From an optimization exercise on the open Yosys and OpenROAD flow, aimed at small area, a short achievable clock period and few clock cycles per item; shortcuts taken in it are not production practice. In this exercise RTL edits were held to simulation tests only and were not proved equivalent to the original.

==> flow/design.v, too long to show whole: its modules and the start of the top module <==
// module skid_buffer: 14 lines
// module averaging_filter: 1659 lines
// module divide_all: 30 lines
// module div9_w10: 6 lines
// module div9_w11: 7 lines
// module div9_w11p: 8 lines
// module div9_w12p: 8 lines
// module fa: 7 lines
// module ha: 7 lines
// module axis_averaging_filter: 31 lines
module axis_averaging_filter #(
    parameter R_I=5, C_I=5, W_I=8, R_K=3, C_K=3,
              DEPTH = $clog2(R_K*C_K),
              LATENCY = DEPTH + 1)(
    input                       clk, rstn,
    output                      s_axis_averaging_ready,
    input                       s_axis_averaging_valid,
    input  [R_I*C_I*W_I-1:0]    s_axis_averaging_data,
    input                       m_axis_averaging_ready,
    output                      m_axis_averaging_valid,
    output [R_I*C_I*W_I-1:0]    m_axis_averaging_data
);
  // ...
==> flow/flow/run.sh <==
#!/bin/bash
# Layout flow: the standard ORFS flow (standard.sh), except that
#  - the combinational leaf modules listed in flow/premap.json are mapped to
#    cells first (premap.py) and handed to the standard synthesis as fixed
#    netlists; registers and all other logic go through standard synthesis;
#  - the port buffers are sky130_fd_sc_hd__buf_1 cells.
# Each tool's output goes to a log file in this folder.
set -uo pipefail
cd "$(dirname "$0")/.."
if ! python3 flow/premap.py > premap.log 2>&1; then
    echo "premap failed, using the design as is" >> premap.log
    cp design.v design_premapped.v
fi
bash standard.sh VERILOG_FILES=$PWD/design_premapped.v \
    BUFFER_PORTS_ARGS="-buffer_cell sky130_fd_sc_hd__buf_1" > standard.log 2>&1
==> flow/flow/div9_w10.v <==
module div9_w10 (s, q);
  input [9:0] s;
  wire [9:0] s;
  output [7:0] q;
  wire [7:0] q;
  wire _00_;
  wire _01_;
  wire _02_;
  wire _03_;
  wire _04_;
  wire _05_;
  wire _06_;
  wire _07_;
  wire _08_;
  wire _09_;
  wire _10_;
  wire _11_;
  wire _12_;
  wire _13_;
  wire _14_;
  wire _15_;
  wire _16_;
  wire _17_;
  wire _18_;
  wire _19_;
  wire _20_;
  wire _21_;
  wire _22_;
  wire _23_;
  wire _24_;
  wire _25_;
  wire _26_;
  wire _27_;
  wire _28_;
  wire _29_;
  wire _30_;
  wire _31_;
  wire _32_;
  sky130_fd_sc_hd__clkinv_1 _33_ (.A(s[8]), .Y(_00_));
  sky130_fd_sc_hd__nand2b_1 _34_ (.A_N(s[4]), .B(s[7]), .Y(_01_));
  sky130_fd_sc_hd__maj3_1 _35_ (.A(_00_), .B(s[5]), .C(_01_), .X(_02_));
  sky130_fd_sc_hd__nand2_1 _36_ (.A(s[6]), .B(_02_), .Y(_03_));
  sky130_fd_sc_hd__nor2_1 _37_ (.A(s[6]), .B(_02_), .Y(_04_));
  sky130_fd_sc_hd__a21oi_1 _38_ (.A1(s[9]), .A2(_03_), .B1(_04_), .Y(_05_));
  sky130_fd_sc_hd__nor2_1 _39_ (.A(s[7]), .B(_05_), .Y(_06_));
  sky130_fd_sc_hd__a21boi_0 _40_ (.A1(_00_), .A2(_06_), .B1_N(s[9]), .Y(q[6]));
  sky130_fd_sc_hd__xnor2_1 _41_ (.A(_00_), .B(_06_), .Y(q[5]));
  sky130_fd_sc_hd__nand2_1 _42_ (.A(s[7]), .B(_05_), .Y(_07_));
  sky130_fd_sc_hd__nand2b_1 _43_ (.A_N(_06_), .B(_07_), .Y(q[4]));
  sky130_fd_sc_hd__and2_0 _44_ (.A(s[9]), .B(_04_), .X(_08_));
  sky130_fd_sc_hd__xor2_1 _45_ (.A(s[4]), .B(q[4]), .X(_09_));
  sky130_fd_sc_hd__xor2_1 _46_ (.A(s[8]), .B(s[5]), .X(_10_));
  sky130_fd_sc_hd__a21oi_1 _47_ (.A1(s[4]), .A2(_07_), .B1(_06_), .Y(_11_));
  sky130_fd_sc_hd__xnor2_1 _48_ (.A(_10_), .B(_11_), .Y(_12_));
  sky130_fd_sc_hd__nor2_1 _49_ (.A(_09_), .B(_12_), .Y(_13_));
  sky130_fd_sc_hd__o21ai_0 _50_ (.A1(_05_), .A2(_08_), .B1(_13_), .Y(_14_));
  sky130_fd_sc_hd__nor2_1 _51_ (.A(s[3]), .B(_14_), .Y(_15_));
  sky130_fd_sc_hd__o21ai_0 _52_ (.A1(_09_), .A2(_12_), .B1(_08_), .Y(_16_));
  sky130_fd_sc_hd__o21ai_0 _53_ (.A1(s[9]), .A2(_03_), .B1(_05_), .Y(_17_));
  sky130_fd_sc_hd__nand2_1 _54_ (.A(_16_), .B(_17_), .Y(_18_));
  sky130_fd_sc_hd__nor2_1 _55_ (.A(_15_), .B(_18_), .Y(q[3]));
  sky130_fd_sc_hd__nand2_1 _56_ (.A(s[3]), .B(_18_), .Y(_19_));
  sky130_fd_sc_hd__nor2_1 _57_ (.A(s[2]), .B(_12_), .Y(_20_));
  sky130_fd_sc_hd__a22oi_1 _58_ (.A1(s[1]), .A2(_09_), .B1(_12_), .B2(s[2]), .Y(_21_));
  sky130_fd_sc_hd__o21ai_0 _59_ (.A1(_20_), .A2(_21_), .B1(_14_), .Y(_22_));
  sky130_fd_sc_hd__o21ai_0 _60_ (.A1(s[3]), .A2(_18_), .B1(_22_), .Y(_23_));
  sky130_fd_sc_hd__a21oi_1 _61_ (.A1(_19_), .A2(_23_), .B1(_09_), .Y(_24_));
  sky130_fd_sc_hd__xor2_1 _62_ (.A(_12_), .B(_24_), .X(_25_));
  sky130_fd_sc_hd__clkinv_1 _63_ (.A(_25_), .Y(q[2]));
  sky130_fd_sc_hd__and3_1 _64_ (.A(_09_), .B(_19_), .C(_23_), .X(_26_));
  sky130_fd_sc_hd__nor2_1 _65_ (.A(_24_), .B(_26_), .Y(q[1]));
  sky130_fd_sc_hd__nand2_1 _66_ (.A(s[0]), .B(s[1]), .Y(_27_));
  sky130_fd_sc_hd__nand2_1 _67_ (.A(q[1]), .B(_27_), .Y(_28_));
  sky130_fd_sc_hd__o221ai_1 _68_ (.A1(s[0]), .A2(s[1]), .B1(_25_), .B2(s[2]), .C1(_28_), .Y(_29_));
  sky130_fd_sc_hd__or3_1 _69_ (.A(s[3]), .B(_18_), .C(_22_), .X(_30_));
  sky130_fd_sc_hd__a22oi_1 _70_ (.A1(s[2]), .A2(_25_), .B1(_30_), .B2(_19_), .Y(_31_));
  sky130_fd_sc_hd__a21oi_1 _71_ (.A1(s[3]), .A2(_18_), .B1(_23_), .Y(_32_));
  sky130_fd_sc_hd__a21oi_1 _72_ (.A1(_29_), .A2(_31_), .B1(_32_), .Y(q[0]));
  assign q[7] = 1'h0;
endmodule
==> flow/flow/div9_w11.v <==
module div9_w11 (s, q);
  input [10:0] s;
  wire [10:0] s;
  output [7:0] q;
  wire [7:0] q;
  wire _00_;
  wire _01_;
  wire _02_;
  wire _03_;
  wire _04_;
  wire _05_;
  wire _06_;
  wire _07_;
  wire _08_;
  wire _09_;
  wire _10_;
  wire _11_;
  wire _12_;
  wire _13_;
  wire _14_;
  wire _15_;
  wire _16_;
  wire _17_;
  wire _18_;
  wire _19_;
  wire _20_;
  wire _21_;
  wire _22_;
  wire _23_;
  wire _24_;
  wire _25_;
  wire _26_;
  wire _27_;
  wire _28_;
  wire _29_;
  wire _30_;
  wire _31_;
  wire _32_;
  wire _33_;
  wire _34_;
  wire _35_;
  wire _36_;
  wire _37_;
  sky130_fd_sc_hd__clkinv_1 _38_ (.A(s[6]), .Y(_00_));
  sky130_fd_sc_hd__a21oi_1 _39_ (.A1(_00_), .A2(s[9]), .B1(s[10]), .Y(_01_));
  sky130_fd_sc_hd__or3_1 _40_ (.A(s[8]), .B(s[7]), .C(_01_), .X(_02_));
  sky130_fd_sc_hd__and2_0 _41_ (.A(s[10]), .B(_02_), .X(q[7]));
  sky130_fd_sc_hd__a21oi_1 _42_ (.A1(s[9]), .A2(_02_), .B1(s[10]), .Y(_03_));
  sky130_fd_sc_hd__nor2_1 _43_ (.A(q[7]), .B(_03_), .Y(q[6]));
  sky130_fd_sc_hd__clkinv_1 _44_ (.A(s[5]), .Y(_04_));
  sky130_fd_sc_hd__nand2b_1 _45_ (.A_N(s[9]), .B(s[6]), .Y(_05_));
  sky130_fd_sc_hd__nand3_1 _46_ (.A(s[8]), .B(_04_), .C(_05_), .Y(_06_));
  sky130_fd_sc_hd__and3_1 _47_ (.A(s[10]), .B(_00_), .C(_04_), .X(_07_));
  sky130_fd_sc_hd__a21oi_1 _48_ (.A1(s[7]), .A2(_05_), .B1(_07_), .Y(_08_));
  sky130_fd_sc_hd__a21oi_1 _49_ (.A1(s[7]), .A2(_07_), .B1(_08_), .Y(_09_));
  sky130_fd_sc_hd__o22ai_1 _50_ (.A1(s[7]), .A2(_01_), .B1(_06_), .B2(_09_), .Y(_10_));
  sky130_fd_sc_hd__xor2_1 _51_ (.A(s[8]), .B(_10_), .X(q[5]));
  sky130_fd_sc_hd__xnor2_1 _52_ (.A(_04_), .B(q[5]), .Y(_11_));
  sky130_fd_sc_hd__nor3b_1 _53_ (.A(_11_), .B(s[4]), .C_N(_09_), .Y(_12_));
  sky130_fd_sc_hd__a31oi_1 _54_ (.A1(s[7]), .A2(_01_), .A3(_06_), .B1(_10_), .Y(_13_));
  sky130_fd_sc_hd__nor2_1 _55_ (.A(_12_), .B(_13_), .Y(q[4]));
  sky130_fd_sc_hd__xnor2_1 _56_ (.A(s[6]), .B(q[6]), .Y(_14_));
  sky130_fd_sc_hd__clkinv_1 _57_ (.A(s[3]), .Y(_15_));
  sky130_fd_sc_hd__o22ai_1 _58_ (.A1(_09_), .A2(_13_), .B1(_14_), .B2(s[4]), .Y(_16_));
  sky130_fd_sc_hd__o21ai_0 _59_ (.A1(_15_), .A2(_14_), .B1(_16_), .Y(_17_));
  sky130_fd_sc_hd__or2_0 _60_ (.A(s[4]), .B(_13_), .X(_18_));
  sky130_fd_sc_hd__a21oi_1 _61_ (.A1(_17_), .A2(_18_), .B1(_11_), .Y(_19_));
  sky130_fd_sc_hd__a21oi_1 _62_ (.A1(_04_), .A2(q[5]), .B1(_19_), .Y(_20_));
  sky130_fd_sc_hd__xnor2_1 _63_ (.A(_14_), .B(_20_), .Y(_21_));
  sky130_fd_sc_hd__clkinv_1 _64_ (.A(_21_), .Y(q[3]));
  sky130_fd_sc_hd__nor2_1 _65_ (.A(s[3]), .B(_21_), .Y(_22_));
  sky130_fd_sc_hd__nand2_1 _66_ (.A(s[4]), .B(_13_), .Y(_23_));
  sky130_fd_sc_hd__nand2_1 _67_ (.A(_18_), .B(_23_), .Y(_24_));
  sky130_fd_sc_hd__nand2b_1 _68_ (.A_N(_12_), .B(_24_), .Y(_25_));
  sky130_fd_sc_hd__nand2_1 _69_ (.A(_22_), .B(_25_), .Y(_26_));
  sky130_fd_sc_hd__a31oi_1 _70_ (.A1(_11_), .A2(_18_), .A3(_26_), .B1(_19_), .Y(_27_));
  sky130_fd_sc_hd__xnor2_1 _71_ (.A(s[3]), .B(_21_), .Y(_28_));
  sky130_fd_sc_hd__nor4b_1 _72_ (.A(s[2]), .B(_24_), .C(_28_), .D_N(_11_), .Y(_29_));
  sky130_fd_sc_hd__nor2_1 _73_ (.A(_27_), .B(_29_), .Y(q[2]));
  sky130_fd_sc_hd__clkinv_1 _74_ (.A(_25_), .Y(_30_));
  sky130_fd_sc_hd__xnor2_1 _75_ (.A(_22_), .B(_30_), .Y(_31_));
  sky130_fd_sc_hd__nand2_1 _76_ (.A(_19_), .B(_31_), .Y(_32_));
  sky130_fd_sc_hd__nor2_1 _77_ (.A(s[2]), .B(_27_), .Y(_33_));
  sky130_fd_sc_hd__a211oi_1 _78_ (.A1(s[2]), .A2(_27_), .B1(_31_), .C1(s[1]), .Y(_34_));
  sky130_fd_sc_hd__nor2_1 _79_ (.A(_33_), .B(_34_), .Y(_35_));
  sky130_fd_sc_hd__a21oi_1 _80_ (.A1(_32_), .A2(_35_), .B1(_28_), .Y(_36_));
  sky130_fd_sc_hd__mux2i_1 _81_ (.A0(_31_), .A1(_30_), .S(_36_), .Y(q[1]));
  sky130_fd_sc_hd__a221o_1 _82_ (.A1(s[2]), .A2(_27_), .B1(_31_), .B2(s[1]), .C1(s[0]), .X(_37_));
  sky130_fd_sc_hd__a31o_1 _83_ (.A1(_28_), .A2(_35_), .A3(_37_), .B1(_36_), .X(q[0]));
endmodule
==> flow/flow/div9_w11p.v <==
module div9_w11p (s, q);
  input [10:0] s;
  wire [10:0] s;
  output [7:0] q;
  wire [7:0] q;
  wire _000_;
  wire _001_;
  wire _002_;
  wire _003_;
  wire _004_;
  wire _005_;
  wire _006_;
  wire _007_;
  wire _008_;
  wire _009_;
  wire _010_;
  wire _011_;
  wire _012_;
  wire _013_;
  wire _014_;
  wire _015_;
  wire _016_;
  wire _017_;
  wire _018_;
  wire _019_;
  wire _020_;
  wire _021_;
  wire _022_;
  wire _023_;
  wire _024_;
  wire _025_;
  wire _026_;
  wire _027_;
  wire _028_;
  wire _029_;
  wire _030_;
  wire _031_;
  wire _032_;
  wire _033_;
  wire _034_;
  wire _035_;
  wire _036_;
  wire _037_;
  wire _038_;
  wire _039_;
  wire _040_;
  wire _041_;
  wire _042_;
  wire _043_;
  wire _044_;
  wire _045_;
  wire _046_;
  wire _047_;
  wire _048_;
  sky130_fd_sc_hd__nor2_1 _049_ (.A(s[8]), .B(s[7]), .Y(_000_));
  sky130_fd_sc_hd__nand2_1 _050_ (.A(s[9]), .B(s[10]), .Y(_001_));
  sky130_fd_sc_hd__nor2_1 _051_ (.A(_000_), .B(_001_), .Y(q[7]));
  sky130_fd_sc_hd__clkinv_1 _052_ (.A(s[6]), .Y(_002_));
  sky130_fd_sc_hd__o22ai_1 _053_ (.A1(_000_), .A2(_001_), .B1(s[9]), .B2(s[10]), .Y(_003_));
  sky130_fd_sc_hd__a31oi_1 _054_ (.A1(_002_), .A2(_000_), .A3(_001_), .B1(_003_), .Y(q[6]));
  sky130_fd_sc_hd__clkinv_1 _055_ (.A(s[7]), .Y(_004_));
  sky130_fd_sc_hd__nor2_1 _056_ (.A(s[9]), .B(s[10]), .Y(_005_));
  sky130_fd_sc_hd__o21ai_0 _057_ (.A1(s[6]), .A2(_005_), .B1(_001_), .Y(_006_));
  sky130_fd_sc_hd__nand2_1 _058_ (.A(_004_), .B(_006_), .Y(_007_));
  sky130_fd_sc_hd__nor2_1 _059_ (.A(s[8]), .B(_007_), .Y(_008_));
  sky130_fd_sc_hd__a21oi_1 _060_ (.A1(s[8]), .A2(_007_), .B1(_008_), .Y(_009_));
  sky130_fd_sc_hd__o22ai_1 _061_ (.A1(s[6]), .A2(q[6]), .B1(_002_), .B2(_003_), .Y(_010_));
  sky130_fd_sc_hd__o21ai_0 _062_ (.A1(_004_), .A2(_006_), .B1(_007_), .Y(_011_));
  sky130_fd_sc_hd__clkinv_1 _063_ (.A(_011_), .Y(_012_));
  sky130_fd_sc_hd__nand2_1 _064_ (.A(_010_), .B(_012_), .Y(_013_));
  sky130_fd_sc_hd__nor2_1 _065_ (.A(s[5]), .B(_013_), .Y(_014_));
  sky130_fd_sc_hd__nor2_1 _066_ (.A(_009_), .B(_014_), .Y(q[5]));
  sky130_fd_sc_hd__and2_0 _067_ (.A(s[5]), .B(_009_), .X(_015_));
  sky130_fd_sc_hd__clkinv_1 _068_ (.A(s[4]), .Y(_016_));
  sky130_fd_sc_hd__nor2_1 _069_ (.A(s[5]), .B(_009_), .Y(_017_));
  sky130_fd_sc_hd__a21oi_1 _070_ (.A1(_016_), .A2(_011_), .B1(_017_), .Y(_018_));
  sky130_fd_sc_hd__nor2_1 _071_ (.A(_015_), .B(_018_), .Y(_019_));
  sky130_fd_sc_hd__o21a_1 _072_ (.A1(_008_), .A2(_019_), .B1(_010_), .X(_020_));
  sky130_fd_sc_hd__o21ai_0 _073_ (.A1(_000_), .A2(_012_), .B1(_020_), .Y(_021_));
  sky130_fd_sc_hd__o21ai_0 _074_ (.A1(_012_), .A2(_020_), .B1(_021_), .Y(q[4]));
  sky130_fd_sc_hd__nor2_1 _075_ (.A(_010_), .B(_019_), .Y(_022_));
  sky130_fd_sc_hd__nor2_1 _076_ (.A(_020_), .B(_022_), .Y(_023_));
  sky130_fd_sc_hd__nor2_1 _077_ (.A(_016_), .B(q[4]), .Y(_024_));
  sky130_fd_sc_hd__nor2_1 _078_ (.A(s[3]), .B(_023_), .Y(_025_));
  sky130_fd_sc_hd__a21o_1 _079_ (.A1(_016_), .A2(q[4]), .B1(_024_), .X(_026_));
  sky130_fd_sc_hd__nor2_1 _080_ (.A(_025_), .B(_026_), .Y(_027_));
  sky130_fd_sc_hd__nor2_1 _081_ (.A(_024_), .B(_027_), .Y(_028_));
  sky130_fd_sc_hd__a21oi_1 _082_ (.A1(_013_), .A2(_017_), .B1(_015_), .Y(_029_));
  sky130_fd_sc_hd__nand2_1 _083_ (.A(_028_), .B(_029_), .Y(_030_));
  sky130_fd_sc_hd__nor3_1 _084_ (.A(_010_), .B(_019_), .C(_030_), .Y(_031_));
  sky130_fd_sc_hd__nor2_1 _085_ (.A(_023_), .B(_031_), .Y(q[3]));
  sky130_fd_sc_hd__o21a_1 _086_ (.A1(_028_), .A2(_029_), .B1(_030_), .X(_032_));
  sky130_fd_sc_hd__nand2_1 _087_ (.A(_020_), .B(_029_), .Y(_033_));
  sky130_fd_sc_hd__clkinv_1 _088_ (.A(_033_), .Y(_034_));
  sky130_fd_sc_hd__nor2_1 _089_ (.A(s[2]), .B(_029_), .Y(_035_));
  sky130_fd_sc_hd__a21oi_1 _090_ (.A1(s[3]), .A2(_023_), .B1(_025_), .Y(_036_));
  sky130_fd_sc_hd__o21ai_0 _091_ (.A1(_034_), .A2(_035_), .B1(_036_), .Y(_037_));
  sky130_fd_sc_hd__nor2_1 _092_ (.A(_026_), .B(_037_), .Y(_038_));
  sky130_fd_sc_hd__o21ai_0 _093_ (.A1(_032_), .A2(_038_), .B1(_033_), .Y(q[2]));
  sky130_fd_sc_hd__clkinv_1 _094_ (.A(_037_), .Y(_039_));
  sky130_fd_sc_hd__a21oi_1 _095_ (.A1(_025_), .A2(_026_), .B1(_027_), .Y(_040_));
  sky130_fd_sc_hd__clkinv_1 _096_ (.A(s[1]), .Y(_041_));
  sky130_fd_sc_hd__nor2_1 _097_ (.A(s[2]), .B(_032_), .Y(_042_));
  sky130_fd_sc_hd__nand2_1 _098_ (.A(s[2]), .B(_032_), .Y(_043_));
  sky130_fd_sc_hd__o2111ai_1 _099_ (.A1(_041_), .A2(_042_), .B1(_026_), .C1(_036_), .D1(_043_), .Y(_044_));
  sky130_fd_sc_hd__o21a_1 _100_ (.A1(_039_), .A2(_040_), .B1(_044_), .X(q[1]));
  sky130_fd_sc_hd__nor2_1 _101_ (.A(s[0]), .B(s[1]), .Y(_045_));
  sky130_fd_sc_hd__a21boi_0 _102_ (.A1(s[0]), .A2(s[1]), .B1_N(q[1]), .Y(_046_));
  sky130_fd_sc_hd__o31a_1 _103_ (.A1(_042_), .A2(_045_), .A3(_046_), .B1(_043_), .X(_047_));
  sky130_fd_sc_hd__nor2_1 _104_ (.A(_031_), .B(_038_), .Y(_048_));
  sky130_fd_sc_hd__o211ai_1 _105_ (.A1(_036_), .A2(_047_), .B1(_044_), .C1(_048_), .Y(q[0]));
endmodule
==> flow/flow/div9_w12p.v <==
module div9_w12p (s, q);
  input [11:0] s;
  wire [11:0] s;
  output [7:0] q;
  wire [7:0] q;
  wire _000_;
  wire _001_;
  wire _002_;
  wire _003_;
  wire _004_;
  wire _005_;
  wire _006_;
  wire _007_;
  wire _008_;
  wire _009_;
  wire _010_;
  wire _011_;
  wire _012_;
  wire _013_;
  wire _014_;
  wire _015_;
  wire _016_;
  wire _017_;
  wire _018_;
  wire _019_;
  wire _020_;
  wire _021_;
  wire _022_;
  wire _023_;
  wire _024_;
  wire _025_;
  wire _026_;
  wire _027_;
  wire _028_;
  wire _029_;
  wire _030_;
  wire _031_;
  wire _032_;
  wire _033_;
  wire _034_;
  wire _035_;
  wire _036_;
  wire _037_;
  wire _038_;
  wire _039_;
  wire _040_;
  wire _041_;
  wire _042_;
  wire _043_;
  wire _044_;
  wire _045_;
  wire _046_;
  wire _047_;
  sky130_fd_sc_hd__nand2_1 _048_ (.A(s[10]), .B(s[11]), .Y(_000_));
  sky130_fd_sc_hd__nor2_1 _049_ (.A(s[10]), .B(s[11]), .Y(_001_));
  sky130_fd_sc_hd__or2_0 _050_ (.A(s[7]), .B(_001_), .X(_002_));
  sky130_fd_sc_hd__nor3_1 _051_ (.A(s[9]), .B(s[8]), .C(_002_), .Y(_003_));
  sky130_fd_sc_hd__a21oi_1 _052_ (.A1(_000_), .A2(_003_), .B1(_001_), .Y(q[7]));
  sky130_fd_sc_hd__clkinv_1 _053_ (.A(s[9]), .Y(_004_));
  sky130_fd_sc_hd__nand2_1 _054_ (.A(s[7]), .B(_001_), .Y(_005_));
  sky130_fd_sc_hd__nand3b_1 _055_ (.A_N(s[6]), .B(s[9]), .C(_005_), .Y(_006_));
  sky130_fd_sc_hd__a21oi_1 _056_ (.A1(_002_), .A2(_006_), .B1(s[8]), .Y(_007_));
  sky130_fd_sc_hd__a21oi_1 _057_ (.A1(s[10]), .A2(s[11]), .B1(_003_), .Y(_008_));
  sky130_fd_sc_hd__o21ai_0 _058_ (.A1(_004_), .A2(_007_), .B1(_008_), .Y(q[6]));
  sky130_fd_sc_hd__o2111ai_1 _059_ (.A1(s[6]), .A2(_004_), .B1(_000_), .C1(_002_), .D1(_005_), .Y(_009_));
  sky130_fd_sc_hd__a21oi_1 _060_ (.A1(s[6]), .A2(_004_), .B1(_009_), .Y(_010_));
  sky130_fd_sc_hd__nor2b_1 _061_ (.A(s[5]), .B_N(_010_), .Y(_011_));
  sky130_fd_sc_hd__and3_1 _062_ (.A(s[8]), .B(_002_), .C(_006_), .X(_012_));
  sky130_fd_sc_hd__a211oi_1 _063_ (.A1(s[10]), .A2(s[11]), .B1(_007_), .C1(_012_), .Y(_013_));
  sky130_fd_sc_hd__nor2_1 _064_ (.A(_011_), .B(_013_), .Y(q[5]));
  sky130_fd_sc_hd__a21oi_1 _065_ (.A1(s[8]), .A2(_011_), .B1(_009_), .Y(_014_));
  sky130_fd_sc_hd__clkinv_1 _066_ (.A(q[6]), .Y(_015_));
  sky130_fd_sc_hd__a222oi_1 _067_ (.A1(_000_), .A2(_003_), .B1(_005_), .B2(_002_), .C1(_015_), .C2(s[6]), .Y(_016_));
  sky130_fd_sc_hd__nor2_1 _068_ (.A(_014_), .B(_016_), .Y(_017_));
  sky130_fd_sc_hd__and2_0 _069_ (.A(s[5]), .B(_013_), .X(_018_));
  sky130_fd_sc_hd__nor2_1 _070_ (.A(s[4]), .B(_018_), .Y(_019_));
  sky130_fd_sc_hd__xor2_1 _071_ (.A(s[6]), .B(q[6]), .X(_020_));
  sky130_fd_sc_hd__nor2_1 _072_ (.A(s[5]), .B(_013_), .Y(_021_));
  sky130_fd_sc_hd__nor4_1 _073_ (.A(_010_), .B(_019_), .C(_020_), .D(_021_), .Y(_022_));
  sky130_fd_sc_hd__nor2_1 _074_ (.A(_017_), .B(_022_), .Y(_023_));
  sky130_fd_sc_hd__clkinv_1 _075_ (.A(_023_), .Y(q[4]));
  sky130_fd_sc_hd__nor2_1 _076_ (.A(s[4]), .B(_010_), .Y(_024_));
  sky130_fd_sc_hd__nor2_1 _077_ (.A(s[4]), .B(_023_), .Y(_025_));
  sky130_fd_sc_hd__nand2_1 _078_ (.A(s[3]), .B(_020_), .Y(_026_));
  sky130_fd_sc_hd__o22ai_1 _079_ (.A1(_017_), .A2(_024_), .B1(_025_), .B2(_026_), .Y(_027_));
  sky130_fd_sc_hd__o21bai_1 _080_ (.A1(_018_), .A2(_021_), .B1_N(_011_), .Y(_028_));
  sky130_fd_sc_hd__nand2b_1 _081_ (.A_N(_027_), .B(_028_), .Y(_029_));
  sky130_fd_sc_hd__nor2b_1 _082_ (.A(_021_), .B_N(_029_), .Y(_030_));
  sky130_fd_sc_hd__xnor2_1 _083_ (.A(_020_), .B(_030_), .Y(q[3]));
  sky130_fd_sc_hd__xnor2_1 _084_ (.A(_027_), .B(_028_), .Y(_031_));
  sky130_fd_sc_hd__clkinv_1 _085_ (.A(s[2]), .Y(_032_));
  sky130_fd_sc_hd__xnor2_1 _086_ (.A(s[4]), .B(_023_), .Y(_033_));
  sky130_fd_sc_hd__xnor2_1 _087_ (.A(s[3]), .B(q[3]), .Y(_034_));
  sky130_fd_sc_hd__nand2b_1 _088_ (.A_N(_033_), .B(_034_), .Y(_035_));
  sky130_fd_sc_hd__nor2_1 _089_ (.A(_028_), .B(_035_), .Y(_036_));
  sky130_fd_sc_hd__mux2i_1 _090_ (.A0(_031_), .A1(_032_), .S(_036_), .Y(q[2]));
  sky130_fd_sc_hd__o21ai_0 _091_ (.A1(s[2]), .A2(_031_), .B1(s[1]), .Y(_037_));
  sky130_fd_sc_hd__nand2_1 _092_ (.A(s[2]), .B(_031_), .Y(_038_));
  sky130_fd_sc_hd__and4_1 _093_ (.A(_033_), .B(_034_), .C(_037_), .D(_038_), .X(_039_));
  sky130_fd_sc_hd__nor2b_1 _094_ (.A(s[3]), .B_N(q[3]), .Y(_040_));
  sky130_fd_sc_hd__xnor2_1 _095_ (.A(_033_), .B(_040_), .Y(_041_));
  sky130_fd_sc_hd__nor2_1 _096_ (.A(_029_), .B(_035_), .Y(_042_));
  sky130_fd_sc_hd__a21oi_1 _097_ (.A1(_032_), .A2(_036_), .B1(_042_), .Y(_043_));
  sky130_fd_sc_hd__o21ai_0 _098_ (.A1(_039_), .A2(_041_), .B1(_043_), .Y(q[1]));
  sky130_fd_sc_hd__o21ai_0 _099_ (.A1(s[0]), .A2(s[1]), .B1(_041_), .Y(_044_));
  sky130_fd_sc_hd__nand2_1 _100_ (.A(s[0]), .B(s[1]), .Y(_045_));
  sky130_fd_sc_hd__nor2_1 _101_ (.A(s[2]), .B(_031_), .Y(_046_));
  sky130_fd_sc_hd__a311o_1 _102_ (.A1(_038_), .A2(_044_), .A3(_045_), .B1(_046_), .C1(_034_), .X(_047_));
  sky130_fd_sc_hd__nand3b_1 _103_ (.A_N(_039_), .B(_047_), .C(_043_), .Y(q[0]));
endmodule
==> flow/flow/premap.json <==
{
  "fa": {"ports": "input a, input b, input c, output s, output co",
         "cell": "sky130_fd_sc_hd__fa_1", "pins": {"A": "a", "B": "b", "CIN": "c", "SUM": "s", "COUT": "co"}},
  "ha": {"ports": "input a, input b, output s, output co",
         "cell": "sky130_fd_sc_hd__ha_1", "pins": {"A": "a", "B": "b", "SUM": "s", "COUT": "co"}},
  "div9_w10": {"netlist": "div9_w10.v"},
  "div9_w11": {"netlist": "div9_w11.v"},
  "div9_w11p": {"netlist": "div9_w11p.v"},
  "div9_w12p": {"netlist": "div9_w12p.v"},
  "div9_*": {"abc": ["strash", "&get -n", "&deepsyn -T 60 -S 1", "&put", "dch -f", "map -D 3200", "topo"]}
}
==> flow/flow/premap.py <==
#!/usr/bin/env python3
"""Map leaf modules of design.v to sky130hd cells before the standard flow.

flow/premap.json maps module-name patterns to one of:
  {"cell": ..., "ports": ..., "pins": {...}}  a module that is one library cell;
  {"netlist": FILE}  a cell netlist of the module kept in flow/ (made offline
                     by gen/optdiv.py); used only if yosys proves it equal to
                     the module in design.v, else the "abc" entry is used;
  {"abc": [script lines]}  map the combinational module with this ABC script.
Writes design_premapped.v: design.v with those modules replaced.
"""
import fnmatch, json, os, re, subprocess, sys

lib = os.path.join(os.environ['FLOW_HOME'], 'platforms', os.environ.get('FLOW_PLATFORM', 'sky130hd'),
                   'lib', 'sky130_fd_sc_hd__tt_025C_1v80.lib')
# the platform's don't-use cells (sky130hd config.mk: probe and lpflow cells)
dont_use = '-dont_use *probe* -dont_use *lpflow*'
cfg = json.load(open('flow/premap.json'))
src = open('design.v').read()
os.makedirs('premap', exist_ok=True)

def module_text(name):
    return re.search(r'^\s*module\s+' + re.escape(name) + r'\b.*?^\s*endmodule\b', src, re.S | re.M)

def yosys(tag, script):
    open(f'premap/{tag}.ys', 'w').write(script)
    with open(f'premap/{tag}.log', 'w') as log:
        return subprocess.Popen(['yosys', '-s', f'premap/{tag}.ys'], stdout=log, stderr=subprocess.STDOUT)

def abc_job(name, spec):
    open(f'premap/{name}.abc', 'w').write('\n'.join(spec['abc']) + '\n')
    return yosys(name, f'''read_liberty -lib {lib}
read_verilog -sv premap/{name}.v
synth -top {name} -flatten -nofsm -noshare
abc -liberty {lib} {dont_use} -script premap/{name}.abc
opt_clean -purge
stat -liberty {lib}
write_verilog -noattr -noexpr premap/{name}_mapped.v
''')

def check_job(name, netlist):
    return yosys(name + '_check', f'''read_verilog -sv premap/{name}.v
rename {name} gold
read_liberty -ignore_miss_func {lib}
read_verilog {netlist}
rename {name} gate
proc
flatten
opt_clean
miter -equiv -flatten -make_assert gold gate miter
hierarchy -top miter
flatten
opt -fast
sat -verify -prove-asserts miter
''')

names = re.findall(r'^\s*module\s+(\w+)', src, re.M)
items = []
for n in names:
    specs = [spec for pat, spec in cfg.items() if fnmatch.fnmatchcase(n, pat)]
    if specs:
        spec = dict(specs[0])
        for other in specs[1:]:          # e.g. the ABC fallback of a netlist entry
            for k, v in other.items():
                spec.setdefault(k, v)
        items.append((n, spec))

mapped, out, jobs = [], src, []
for name, spec in items:
    m = module_text(name)
    open(f'premap/{name}.v', 'w').write(m.group(0) + '\n')
    if 'cell' in spec:
        conns = ', '.join(f'.{p}({s})' for p, s in spec['pins'].items())
        mapped.append(f'module {name} ({spec["ports"]});\n  {spec["cell"]} u_cell ({conns});\nendmodule\n')
    elif 'netlist' in spec and os.path.exists('flow/' + spec['netlist']):
        jobs.append((name, spec, 'check', check_job(name, 'flow/' + spec['netlist'])))
    else:
        jobs.append((name, spec, 'abc', abc_job(name, spec)))
    out = out.replace(m.group(0), f'// module {name}: premapped below\n')
for name, spec, kind, p in jobs:
    ok = p.wait() == 0
    if kind == 'check':
        if ok:
            print(f'{name}: netlist {spec["netlist"]} proven equal')
            mapped.append(open('flow/' + spec['netlist']).read())
            continue
        print(f'{name}: netlist {spec["netlist"]} NOT proven equal, mapping with ABC')
        if 'abc' not in spec:
            sys.exit(f'no ABC script for {name}')
        ok = abc_job(name, spec).wait() == 0
    if not ok:
        sys.exit(f'yosys failed on {name}')
    mapped.append(open(f'premap/{name}_mapped.v').read())
open('design_premapped.v', 'w').write(out + '\n' + '\n'.join(mapped))
print('ok')
==> flow/standard.sh <==
#!/bin/bash
# synth_recipe.tcl (not shown) runs the flow's synth.tcl, then flattens the netlist and writes it again
# the make line also repeats each setting of config.mk as NAME=value (left out here)
make -C /OpenROAD-flow-scripts/flow DESIGN_CONFIG=/design/flow/config.mk WORK_HOME=/design/flow/orfs CLKGATE_MAP_FILE= SYNTH_SCRIPT=/design/flow/synth_recipe.tcl "${@:-finish}"
==> flow/config.mk <==
export PLATFORM = sky130hd
export DESIGN_NAME = axis_averaging_filter
export DESIGN_NICKNAME = axis_averaging_filter
export VERILOG_FILES = /design/flow/design.v
export SDC_FILE = /design/flow/constraint.sdc
export NUM_CORES = 8
export LEC_CHECK = 0
export CAP_MARGIN = 20
export CORE_MARGIN = 2
export CORE_UTILIZATION = 55
export CTS_BUF_LIST = sky130_fd_sc_hd__clkbuf_4 sky130_fd_sc_hd__clkbuf_8
export SETUP_SLACK_MARGIN = 1.3
export SLEW_MARGIN = 20
==> flow/constraint.sdc <==
create_clock -name core_clock -period 8.5 [get_ports {clk}]
set_input_delay 1.7000 -clock core_clock [delete_from_list [all_inputs] [get_ports {clk}]]
set_output_delay 1.7000 -clock core_clock [all_outputs]
set_load 0.01 [all_outputs]
==> results.json, run 1 <==
{
  "yosysTopAreaCell": "fa_1",
  "holdBufCountCts": 0,
  "synthXorXnorAreaFrac_pct": 3.772,
  "largest_class": "multi-input combinational cells",
  "dr_total_vias": 19300,
  "synth_mux_area_share_pct": 0.5878,
  "cts_root_buf": "clkbuf_8",
  "cts_resized": 1,
  "syn_area_mm2": 0.02554,
  "sh_seq_area_pct": 27.53,
  "ys_ff_latch": 271,
  "antennaDiodeCount": 2,
  "worstPathMaxFanout": 4,
  "cts_htree_levels": 2,
  "grtUsageTotal_pct": 34.50,
  "antenna_found_initial": 3,
  "crit_path_max_incr_delay_ns": 0.69,
  "gr-usage-met2_pct": 53.36,
  "syn_inst": 2104,
  "tns_ns": 0,
  "status": "timing/DRC/antenna clean",
  "clock_skew_ns": 0.01648,
  "netlist.area_leader.share_pct": 36.68,
  "nWellTaps": 600,
  "use_met1_pct": 48.89,
  "die_h_um": 219.5,
  "critPathKind": "in -> reg",
  "critPathRequiredTime_ns": 8.85,
  "numCtsBuffers": 49,
  "start_kind": "input port",
  "crit_family": "adder cells",
  "avgViaCountPerCell": 5.973,
  "fillers": 3582,
  "seq_area_frac_synth_pct": 31.84,
  "critPathLaunch": "s_axis_averaging_data[88]",
  "grt_pass1_vias": 19060,
  "path_cells": "clkbuf_2, ha_2, fa_2, fa_2, fa_2, fa_2, fa_2, fa_2, fa_2, fa_2, fa_1, fa_2, fa_1, fa_1"
}
Testbench counts, summed over its fixed seeds: cycles 2,056, items 2,048.
==> inputs of run 2 (changes only) <==
--- a/flow/config.mk
+++ b/flow/config.mk
@@ -8,6 +8,8 @@
 export CAP_MARGIN = 20
 export CORE_MARGIN = 2
 export CORE_UTILIZATION = 55
-export CTS_BUF_LIST = sky130_fd_sc_hd__clkbuf_4 sky130_fd_sc_hd__clkbuf_8
+export CTS_BUF_LIST = sky130_fd_sc_hd__clkbuf_8
+export CTS_CLUSTER_DIAMETER = 60
+export CTS_CLUSTER_SIZE = 15
 export SETUP_SLACK_MARGIN = 1.3
 export SLEW_MARGIN = 20
==> run 2 against run 1 <==
Effect of this change:
- flip-flop and latch count did not move
- area after synthesis stayed put
- first-iteration DRC count shrank 0.69%
- clock skew rose by 0.013 ns
- synthesized cell count did not move
- critical endpoint is now SKID.m_data[143]$_DFFE_PP_
==> results.json, run 2 <==
{
  "ant_nets": 0,
  "hold_depth": 2,
  "syn2layout_area_growth_pct": 13.91,
  "cts_htree_levels": 1,
  "synth_compound_area_share_pct": 10.15,
  "grt_pass1_vias": 18890,
  "syn_area_mm2": 0.02554,
  "drive_gt1_share_pct": 10.19,
  "top_register": "SKID.m_data",
  "synthXorXnorAreaFrac_pct": 3.772,
  "synth_mux_area_share_pct": 0.5878,
  "critPathRequiredTime_ns": 8.90,
  "io_pins": 406,
  "tns_ns": 0,
  "dp.cells": 3107,
  "synthAdderAreaFrac_pct": 40.51,
  "yosysWarningCount": 1,
  "crit_path_max_incr_delay_ns": 0.68,
  "path_cells": "clkbuf_2, ha_1, fa_1, fa_1, fa_1, fa_1, fa_2, fa_1, fa_1, fa_1, fa_1, fa_1, fa_1, fa_1",
  "fin_cells": 3184,
  "finalHoldViolCount": 0,
  "start_kind": "input port",
  "r2r_slack_ns": 6.30,
  "layout_common_cells": "buf_1, fa_1, nor2_1",
  "worst_path_most_repeated_cell": "fa_1",
  "row_count": 78,
  "rr_endpoint": "SKID.m_data[163]$_DFFE_PP_",
  "met1_length_um": 33020,
  "syn_inst": 2104,
  "die_h_um": 219.5,
  "dr_total_vias": 19140,
  "rsz0062_at_grt": "yes",
  "start_util_pct": 56.04,
  "numCtsBuffers": 29,
  "die_w_um": 219.5,
  "yosys.cell_types.count": 46,
  "clock_skew_ns": 0.02900,
  "grt_overflow_total": 0,
  "crit_path_end_kind": "register",
  "synthArstFlopShare_pct": 0.3690,
  "worstPathArrival_ns": 7.54,
  "period_needed_ns": 7.140,
  "tightestPinTransition_ns": 1.092,
  "r2r-start": "SKID.m_valid$_DFFE_PN0P_",
  "ys_dominant_reg_cell": "edfxtp_1",
  "hp-class": "reg -> reg",
  "clk_pin_slew_ns": 0.09,
  "min_to": "SKID.m_valid$_DFFE_PN0P_",
  "numPortBuffers": 401,
  "synth-edff-count": 270,
  "cts_root_buf": "clkbuf_8",
  "synth_most_common_cell": "fa_1",
  "setup_violations": 0,
  "yosys-top-cells-count": "fa_1, nor2_1, edfxtp_1, a21oi_1, nand2_1",
  "dp_hpwl_um": 70060,
  "yosysTopAreaCell": "fa_1",
  "wl_met2_um": 37230,
  "holdBufCountCts": 0,
  "seq_area_frac_synth_pct": 31.84,
  "drt_iter0_markers": 1718,
  "hp-start": "SKID.m_valid$_DFFE_PN0P_",
  "grt_pass1_wl_um": 117200,
  "worstPathMaxFanout": 3,
  "fin_util_pct": 63.84,
  "antenna_found_initial": 3,
  "slowest_stage": "fa_2",
  "synth_area_leaders": "fa_1, edfxtp_1, nor2_1",
  "core_region_area_mm2": 0.04558,
  "top_layer_used": "met5",
  "avgViaCountPerCell": 6.011,
  "ys_ff_latch": 271,
  "grtUsageTotal_pct": 34.17,
  "layout_commonest_cell": "buf_1",
  "place.gp.congestion": 1.025,
  "status": "timing/DRC/antenna clean",
  "nNetsFinal": 3310,
  "reg_top3": "SKID.m_data (270), SKID.m_valid (1)",
  "totalWireLength_um": 80390,
  "yosys.area_share.simple_pct": 11.30,
  "cts_sinks": 271,
  "firstDrtPassIters": 6,
  "die_area_mm2": 0.04818,
  "r2r_cells": 3,
  "grt_max_degree": 168,
  "maxSlewViolCount": 0,
  "syn_avg_cell_area_um2": 12.14,
  "netlist.area_leader.share_pct": 36.68,
  "largest_reg_flops": 270,
  "drc_errors": 0,
  "route.met3.wl_um": 7179,
  "drv_cap": 0,
  "synth_top_family_by_area": "adder cells",
  "detail_route.wl_per_cell_um": 25.25,
  "cts_tree": "done",
  "slew_headroom_pct": 27.17,
  "fmax_ghz": 0.1401,
  "clkLatencyLatePin_ns": 0.65,
  "fin_crit_sh_pct": 84.00,
  "clockBufferDepth": 3,
  "critPathKind": "in -> reg"
}
## run 2: how the worst max path moves through the flow
stage	start	to	slack (ns)	depth (start not counted)
floorplan	s_axis_averaging_data[80]	SKID.m_data[131]$_DFFE_PP_	1.26	13
global placement	s_axis_averaging_data[96]	SKID.m_data[143]$_DFFE_PP_	0.57	14
detailed placement	s_axis_averaging_data[96]	SKID.m_data[143]$_DFFE_PP_	0.61	14
CTS	s_axis_averaging_data[96]	SKID.m_data[143]$_DFFE_PP_	1.31	14
global route	s_axis_averaging_data[104]	SKID.m_data[155]$_DFFE_PP_	1.29	14
finish	s_axis_averaging_data[96]	SKID.m_data[143]$_DFFE_PP_	1.36	14
## run 2: worst max-delay path: cells and delay by family
family                     cells  cell delay [ns]
adders and majority gates     13             5.66
buffers and inverters          1             0.16
## run 2: through the flow
step	hold WS (ns)	area [um^2]	setup WS [ns]
floorplan	0.5927	26000	1.259
global placement	0.5189	28260	0.5715
detailed placement	0.5373	28260	0.6080
CTS	0.5559	28890	1.312
global route	0.5920	29090	1.290
finish	0.5473	29100	1.360
## run 2: metal layers
metal / vias up / GRT usage, %
met3: 163 / 6.598
met5: - / 0
met1: 9686 / 48.68
li1: 8321 / -
met4: 2 / 10.68
met2: 968 / 53.69
## run 2: kinds of logic after synthesis
| family | count (synthesis) |
|---|---|
| xor gates and xnor gates | 110 |
| AOI/OAI and AO/OA | 422 |
| muxes | 15 |
| other | 1 |
| DFF | 271 |
| buffers and inverters | 120 |
| and+or+nand+nor | 618 |
| adders and majority gates | 547 |
## run 2: final cells by class
cell class	count	area [um^2]
sequential	271	8133
multi-input combinational	1716	17410
tap	600	750.7
clock inverter	21	226.5
clock buffer	29	399.1
fill	3618	16480
inverter	116	435.4
antenna	2	5.005
timing repair buffer	429	1733
## run 2: what timing repair did
item,CTS,global route
hold endpoints to repair,0,0
setup buffers,0,25
setup endpoints to repair,0,5
gates resized for setup,0,9
==> inputs of run 3 (changes only) <==
--- a/flow/config.mk
+++ b/flow/config.mk
@@ -8,8 +8,8 @@
 export CAP_MARGIN = 20
 export CORE_MARGIN = 2
 export CORE_UTILIZATION = 55
-export CTS_BUF_LIST = sky130_fd_sc_hd__clkbuf_8
+export CTS_BUF_LIST = sky130_fd_sc_hd__clkbuf_8 sky130_fd_sc_hd__clkbuf_16
 export CTS_CLUSTER_DIAMETER = 60
-export CTS_CLUSTER_SIZE = 15
+export CTS_CLUSTER_SIZE = 20
 export SETUP_SLACK_MARGIN = 1.3
 export SLEW_MARGIN = 20
==> run 3 against run 2 <==
Effect of this change:
- still clean on timing, DRC and antenna
- die area unchanged
- final cell count increased by 0.75%
- setup slack got worse by 0.036 ns
- critical path depth unchanged
- utilization increased by 1.2 points
- maximum frequency decreased by 0.50%
- non-clock buffer count increased by 23
- global-route usage increased by 0.063 points
- synthesized cell count unchanged
- clock skew decreased by 0.012 ns
- critical path type unchanged
- highest routed layer unchanged
==> results.json, run 3 <==
{
  "status": "timing/DRC/antenna clean",
  "finalHoldViolCount": 0,
  "clkLatencyLatePin_ns": 0.60,
  "worstPathMaxFanout": 3,
  "drc_errors": 0,
  "worstPathArrival_ns": 7.52,
  "timing.hold.ws_ns": 0.5483,
  "dp_hpwl_um": 70060,
  "slowest_stage": "fa_2",
  "crit_path_end_kind": "register",
  "drv_cap": 0,
  "grtUsageTotal_pct": 34.23,
  "numPortBuffers": 401,
  "cts_tree": "done",
  "layout_common_cells": "buf_1, nor2_1, fa_1",
  "cts_sinks": 271,
  "grt_overflow_total": 0,
  "top_register": "SKID.m_data",
  "setup_slack_ns": 1.324,
  "avgViaCountPerCell": 5.993,
  "critPathBufInv": 1,
  "fin_cells": 3208,
  "critPathKind": "in -> reg",
  "grt_pass1_wl_um": 117300,
  "clk_pin_slew_ns": 0.08,
  "detail_route.wl_per_cell_um": 25.24,
  "yosysWarningCount": 1,
  "core_region_area_mm2": 0.04558,
  "grt_pass1_vias": 18870,
  "fmax_ghz": 0.1394,
  "ys_ff_latch": 271,
  "ant_nets": 0,
  "place.gp.congestion": 1.025,
  "dp.cells": 3107,
  "start_util_pct": 56.04,
  "die_area_mm2": 0.04818,
  "crit_family": "adder cells",
  "layout_commonest_cell": "buf_1",
  "numCtsBuffers": 28,
  "synth-edff-count": 270,
  "io_pins": 406,
  "die_h_um": 219.5,
  "start_kind": "input port",
  "drt_iter0_markers": 1603,
  "yosysTopAreaCell": "fa_1",
  "firstDrtPassIters": 8,
  "synth_area_leaders": "fa_1, edfxtp_1, nor2_1",
  "period_needed_ns": 7.176,
  "die_w_um": 219.5,
  "tns_ns": 0,
  "path_cells": "clkbuf_2, ha_1, fa_1, fa_1, fa_1, fa_1, fa_1, fa_2, fa_2, fa_1, fa_1, fa_1, fa_1, fa_1",
  "fin_util_pct": 65.09,
  "nNetsFinal": 3332,
  "rsz0062_at_grt": "yes",
  "yosys.cell_types.count": 46,
  "netlist.area_leader.share_pct": 36.68,
  "ys_dominant_reg_cell": "edfxtp_1",
  "design_area_mm2": 0.02966,
  "fin_crit_sh_pct": 84.42,
  "seq_area_frac_synth_pct": 31.84,
  "maxSlewViolCount": 0,
  "critPathRequiredTime_ns": 8.85,
  "hp-class": "reg -> reg",
  "worst_path_most_repeated_cell": "fa_1",
  "cts_htree_levels": 1,
  "setup_violations": 0,
  "synth_most_common_cell": "fa_1",
  "tightestPinTransition_ns": 1.058,
  "slew_headroom_pct": 29.48,
  "antenna_found_initial": 2,
  "drive_gt1_share_pct": 11.51,
  "grt_max_degree": 168,
  "cts_root_buf": "clkbuf_16",
  "syn_area_mm2": 0.02554,
  "syn_inst": 2104,
  "place_ws_ns": 0.6080,
  "holdBufCountCts": 0,
  "totalWireLength_um": 80960,
  "fillers": 3552,
  "syn2layout_area_growth_pct": 16.14,
  "yosys-top-cells-count": "fa_1, nor2_1, edfxtp_1, a21oi_1, nand2_1",
  "place_area_mm2": 0.02826,
  "largest_reg_flops": 270,
  "clock_skew_ns": 0.01740,
  "clockBufferDepth": 3,
  "reg_top3": "SKID.m_data (270), SKID.m_valid (1)",
  "row_count": 78,
  "synthArstFlopShare_pct": 0.3690,
  "dr_total_vias": 19230,
  "crit_path_max_incr_delay_ns": 0.71,
  "syn_avg_cell_area_um2": 12.14
}
run 3: cell types whose count changed in the layout (fill, tap and decap cells not counted), sizes merged:
cell      change
clkbuf        -1
bufinv        -1
clkinv        -5
clkinvlp      -1
inv           +9
buf          +23
run 3: repair_timing:
item	4_1_cts	5_1_grt
setup buffers	2	46
pin swaps	5	27
endpoints found under the setup margin	3	10
resized for setup	4	14
run 3: cells by family (layout without fill, tap and decap cells):
kind of cell / Yosys count / in the layout / synth area share (%)
compound gates: 422 / 422 / 10.15
xor+xnor: 110 / 110 / 3.772
buf+inv: 120 / 619 / 1.822
flops: 271 / 271 / 31.84
fa+ha+maj: 547 / 547 / 40.51
simple gates: 618 / 618 / 11.30
other cells: 1 / 6 / 0.01468
mux: 15 / 15 / 0.5878
run 3: worst reg2reg max path, stage by stage, from the launching register on:
cell,delay (ns)
dfrtp_1,0.41
nand2b_4,0.08
and2_4,0.37
buf_4,0.84
run 3: worst paths after layout:
kind	end	cells past startpoint	slack (ns)	start
max	SKID.m_data[143]$_DFFE_PP_	14	1.32	s_axis_averaging_data[88]
min	SKID.m_valid$_DFFE_PN0P_	2	0.55	SKID.m_valid$_DFFE_PN0P_
max reg2reg	SKID.m_data[160]$_DFFE_PP_	3	6.33	SKID.m_valid$_DFFE_PN0P_
min reg2reg	SKID.m_valid$_DFFE_PN0P_	2	0.55	SKID.m_valid$_DFFE_PN0P_
max in group asynchronous	SKID.m_valid$_DFFE_PN0P_	1	7.54	rstn
min in group asynchronous	SKID.m_valid$_DFFE_PN0P_	1	0.86	rstn
run 3: per-layer routing:
metal / share of wire [%] / GRT usage, %
met1: 40 / 48.89
met2: 46 / 53.64
met3: 9.7 / 6.363
met4: 3.9 / 11.13
met5: 0.016 / 0
run 3: area by class of cell:
class	count	area (um^2)	share of cell area [%]
Antenna cell	2	5.005	0.01687
Sequential cell	271	8133	27.42
Clock inverter	23	300.3	1.012
Multi-Input combinational cell	1716	17430	58.76
Timing Repair Buffer	452	1908	6.432
Clock buffer	28	700.7	2.362
Tap cell	600	750.7	2.531
Inverter	116	435.4	1.468

[static timing again, ports no longer ideal]
In the flow no input, the clock included, has a driving cell. The finished layouts below were timed again as built, in two steps.
Step 1 assumes that a clkbuf_16 drives the clock port and a buf_2 every other input.
Step 2, shift: input delay + t, output delay - t, t = (earliest + latest rising clock arrival at the registers) / 2. This alone moves slack from input paths to output paths.
Slacks: no drivers / after step 1 / after step 2; pairs: no drivers / after step 1.
run | t (ns) | slack for setup (ns) | hold slack, ns | worst setup path at the end
run 1 | 0.669 | 1.373 / 1.402 / 0.733 | 0.547 / 0.547 / 0.547 | input to register
run 2 | 0.691 | 1.360 / 1.385 / 0.695 | 0.547 / 0.547 / 0.547 | input to register
run 3 | 0.651 | 1.324 / 1.359 / 0.707 | 0.548 / 0.548 / 0.548 | input to register
After both steps setup and hold are still met in every run listed. For run 2, which loses most, drivers alone change the setup slack by +0.025 ns; drivers and shift together by -0.665 ns.
